What follows belongs to an exercise in optimizing a design on an open flow for small area, a short achievable clock period and few clock cycles per item; a production flow would make more cautious choices.
Where RTL was checked, it was by simulation tests only, not by an equivalence proof against the original.
Power is estimated from default activity; no workload was simulated.

## dot
module dot(input logic clk, input logic rst_n,
          output logic slave_waitrequest,
          input logic [3:0] slave_address,
          input logic slave_read, output logic [31:0] slave_readdata,
          input logic slave_write, input logic [31:0] slave_writedata,
          input logic master_waitrequest,
          output logic [31:0] master_address,
          output logic master_read, input logic [31:0] master_readdata, input logic master_readdatavalid,
          output logic master_write, output logic [31:0] master_writedata);
==> flow/config.mk <==
export PLATFORM = sky130hd
export DESIGN_NAME = dot
export DESIGN_NICKNAME = dot
export VERILOG_FILES = /design/flow/design.v
export SDC_FILE = /design/flow/constraint.sdc
export NUM_CORES = 4
export LEC_CHECK = 0
export CAP_MARGIN = 20
export CORE_MARGIN = 2
export CORE_UTILIZATION = 55
export PLACE_DENSITY = 0.7
export SLEW_MARGIN = 20
export SYNTH_HIERARCHICAL = 1
export SYNTH_MINIMUM_KEEP_SIZE = 0
==> flow/constraint.sdc <==
create_clock -name core_clock -period 11.0 [get_ports {clk}]
set_input_delay 2.2000 -clock core_clock [delete_from_list [all_inputs] [get_ports {clk}]]
set_output_delay 2.2000 -clock core_clock [all_outputs]
set_load 0.01 [all_outputs]
standard.sh (not shown) runs the stock make flow with config.mk's settings and CLKGATE_MAP_FILE= SYNTH_SCRIPT=/design/flow/synth_recipe.tcl, a recipe that flattens the netlist after the stock synthesis.
==> flow/flow/run.sh <==
#!/bin/bash
export SETUP_SLACK_MARGIN=7
bash standard.sh > standard.log 2>&1
==> next run, changes <==
--- a/flow/design.v
+++ b/flow/design.v
@@ -1143,39 +1143,27 @@
 assign tc_n[44] = t1640;
 assign ts_n[45] = t1647;
 assign tc_n[45] = t1644;
 assign ts_n[46] = t1651;
 assign tc_n[46] = t1648;
 assign ts_n[47] = t1655;
 assign tc_n[47] = t1652;
 logic nxa, nxb;
 assign nxa = wvalid;
 assign nxb = ~pa & ~wvalid & ~start;
-logic [15:0] g, p;
-logic [7:0] gg, pp, gq;
-logic [7:1] pq;
-assign g = ~(ts_n[15:0] | tc_n[15:0]);
-assign p = ~(ts_n[15:0] & tc_n[15:0]);
-genvar gi;
-generate for (gi = 0; gi < 8; gi++) begin : grp
-   assign gg[gi] = g[2*gi+1] | (p[2*gi+1] & g[2*gi]);
-   assign pp[gi] = p[2*gi+1] & p[2*gi];
-end endgenerate
-logic [7:0] cg;
-assign cg[0] = gq[0];
-generate for (gi = 1; gi < 8; gi++) begin : cch
-   assign cg[gi] = gq[gi] | (pq[gi] & cg[gi-1]);
-end endgenerate
-assign c16 = cg[7];
+logic [15:0] lo_s_n, lo_c_n;
+logic [16:0] lo_sum;
+assign lo_sum = {1'b0, ~lo_s_n} + {1'b0, ~lo_c_n};
+assign c16 = pb & lo_sum[16];
 always_ff @(posedge clk) begin
-   gq <= pa ? gg : 8'd0;
-   pq <= pa ? pp[7:1] : 7'd0;
+   lo_s_n <= ts_n[15:0];
+   lo_c_n <= tc_n[15:0];
    lo_en <= ~wvalid;
    as_m_n <= ~(({16{pa}} & ~ts_n[47:32]) | ({16{nxa}} & ~ts_n[15:0]) | ({16{nxb}} & ~ts_n[31:16]));
    as_x_n <= ~(({16{pa}} & ~ts_n[31:16]) | ({16{nxa}} & ~ts_n[31:16]) | ({16{nxb}} & ~ts_n[15:0]));
    ac_m_n <= ~(({16{pa}} & ~tc_n[47:32]) | ({16{nxa}} & ~tc_n[15:0]) | ({16{nxb}} & ~tc_n[31:16]));
    ac_x_n <= ~(({16{pa}} & ~tc_n[31:16]) | ({16{nxa}} & ~tc_n[31:16]) | ({16{nxb}} & ~tc_n[15:0]));
 end
 assign slave_waitrequest = busy & ~ready;
 assign slave_readdata = as_r | ac_r;
 assign master_write = 1'b0;
 assign master_writedata = 32'd0;
Result:
- via count is about the same
- utilization falls by 0.14 points
- area after synthesis rose by 2.0%
- power drops by 2.0%
- final cell count is about the same
- synthesized cell count came out higher by 1.4%
- non-clock buffer count came out lower by 33
- fmax is about the same
- global-route usage goes down by 3.0 points
- hold slack hardly moves
- routed wire length shrinks by 3.8%
- die area grows by 1.9%
Testbench counts after the change, summed over its fixed seeds: cycles 91,778, items 45,420.
The RTL of the first run of this note was laid out without a check of its function.

---

dot with an RTL version that a note above also has.
Size: about 170 I/O pins.
Design dot, start of the top module:
module dot(input logic clk, input logic rst_n,
          output logic slave_waitrequest,
          input logic [3:0] slave_address,
          input logic slave_read, output logic [31:0] slave_readdata,
          input logic slave_write, input logic [31:0] slave_writedata,
          input logic master_waitrequest,
          output logic [31:0] master_address,
          output logic master_read, input logic [31:0] master_readdata, input logic master_readdatavalid,
          output logic master_write, output logic [31:0] master_writedata);
logic [31:0] wbase, xbase;
logic [15:0] len;
logic        busy;       
logic        issuing;    
logic [15:0] nic;        
logic        nph;        
logic [2:0]  oc;         
logic        rph;        
logic        pa, pb;     
logic        ready;      
logic [31:0] wr, xr;
logic [7:0]  bone, btwo, bneg;   
logic        c16;
logic [15:0] as_m_n, as_x_n, ac_m_n, ac_x_n;   
logic        lo_en;                             
logic [31:0] as_r, ac_r;                        
assign as_r = ~{as_m_n, as_x_n};
assign ac_r = ~{ac_m_n, ac_x_n};
logic accept, load, start, wvalid;
assign accept = master_read & ~master_waitrequest;
assign start  = slave_write & (slave_address == 4'd0) & ~busy;
  ...
Settings: LEC_CHECK=0, CAP_MARGIN=20, CORE_MARGIN=2, CORE_UTILIZATION=55, CTS_CLUSTER_DIAMETER=70, CTS_CLUSTER_SIZE=22, PLACE_DENSITY=0.7, SLEW_MARGIN=20, SYNTH_HIERARCHICAL=1, SYNTH_MINIMUM_KEEP_SIZE=0; clock period 11.0 ns.
==> flow/flow/run.sh <==
#!/bin/bash
export SETUP_SLACK_MARGIN=7.2
bash standard.sh > standard.log 2>&1
Testbench counts at the start, summed over its fixed seeds: cycles 91,778, items 45,420.
==> next run, changes <==
--- a/flow/design.v
+++ b/flow/design.v
@@ -1147,19 +1147,31 @@
 assign tc_n[46] = t1648;
 assign ts_n[47] = t1655;
 assign tc_n[47] = t1652;
 logic nxa, nxb;
 assign nxa = wvalid;
 assign nxb = ~pa & ~wvalid & ~start;
-logic [15:0] lo_s_n, lo_c_n;
-logic [16:0] lo_sum;
-assign lo_sum = {1'b0, ~lo_s_n} + {1'b0, ~lo_c_n};
-assign c16 = pb & lo_sum[16];
+logic [15:0] g, p;
+logic [7:0] gg, pp, gq;
+logic [7:1] pq;
+assign g = ~(ts_n[15:0] | tc_n[15:0]);
+assign p = ~(ts_n[15:0] & tc_n[15:0]);
+genvar gi;
+generate for (gi = 0; gi < 8; gi++) begin : grp
+   assign gg[gi] = g[2*gi+1] | (p[2*gi+1] & g[2*gi]);
+   assign pp[gi] = p[2*gi+1] & p[2*gi];
+end endgenerate
+logic [7:0] cg;
+assign cg[0] = gq[0];
+generate for (gi = 1; gi < 8; gi++) begin : cch
+   assign cg[gi] = gq[gi] | (pq[gi] & cg[gi-1]);
+end endgenerate
+assign c16 = cg[7];
 always_ff @(posedge clk) begin
-   lo_s_n <= ts_n[15:0];
-   lo_c_n <= tc_n[15:0];
+   gq <= pa ? gg : 8'd0;
+   pq <= pa ? pp[7:1] : 7'd0;
    lo_en <= ~wvalid;
    as_m_n <= ~(({16{pa}} & ~ts_n[47:32]) | ({16{nxa}} & ~ts_n[15:0]) | ({16{nxb}} & ~ts_n[31:16]));
    as_x_n <= ~(({16{pa}} & ~ts_n[31:16]) | ({16{nxa}} & ~ts_n[31:16]) | ({16{nxb}} & ~ts_n[15:0]));
    ac_m_n <= ~(({16{pa}} & ~tc_n[47:32]) | ({16{nxa}} & ~tc_n[15:0]) | ({16{nxb}} & ~tc_n[31:16]));
    ac_x_n <= ~(({16{pa}} & ~tc_n[31:16]) | ({16{nxa}} & ~tc_n[31:16]) | ({16{nxb}} & ~tc_n[15:0]));
 end
After rerunning: Design area came out lower slightly. Synthesized area came out lower slightly. Die area came out lower slightly. Clock skew came out lower by 0.010 ns. Sequential share of layout area came out lower by 0.74 points. Non-clock buffer count came out higher by 6. Setup slack got worse by 0.14 ns. Worst hold slack barely changes. Core utilization came out lower by 0.48 points. Clock power came out higher slightly. Power came out higher slightly. Register-to-register slack got worse by 0.14 ns.
For the second run of this note, only the layout was checked, not whether the RTL still works.

==> what the ideal ports hide <==
The results above use ideal ports. As a check the final layouts listed here were re-extracted and re-timed, cells and wires unchanged. Step 1 (the two cells are an assumption about what drives the block):
set clk [get_ports {clk}]
set_driving_cell -lib_cell sky130_fd_sc_hd__clkbuf_16 $clk
set_driving_cell -lib_cell sky130_fd_sc_hd__buf_2 [delete_from_list [all_inputs] $clk]
Step 2 moves the port delays by t, midway between the first and last clock arrival at a register: inputs arrive t later, outputs are due t later. That takes back most of the time a late clock gives input paths. Three values: no drivers, after step 1, after step 2; two values: the first two.
run | t (ns) | slack for setup (ns) | worst register clock-pin slew, ns
the first run of note 1 | 0.611 | 6.969 / 6.959 / 6.508 | 0.06 / 0.06
the second run of note 1 | 0.611 | 6.972 / 6.949 / 6.425 | 0.06 / 0.06
the first run of note 2 | 0.626 | 7.149 / 7.149 / 6.654 | 0.09 / 0.09
the second run of note 2 | 0.645 | 7.007 / 7.007 / 6.641 | 0.09 / 0.09
After both steps setup and hold are still met in every run listed. The setup slack of the second run of note 1, which loses most, moves by -0.023 ns with the drivers and by -0.547 ns with both steps.
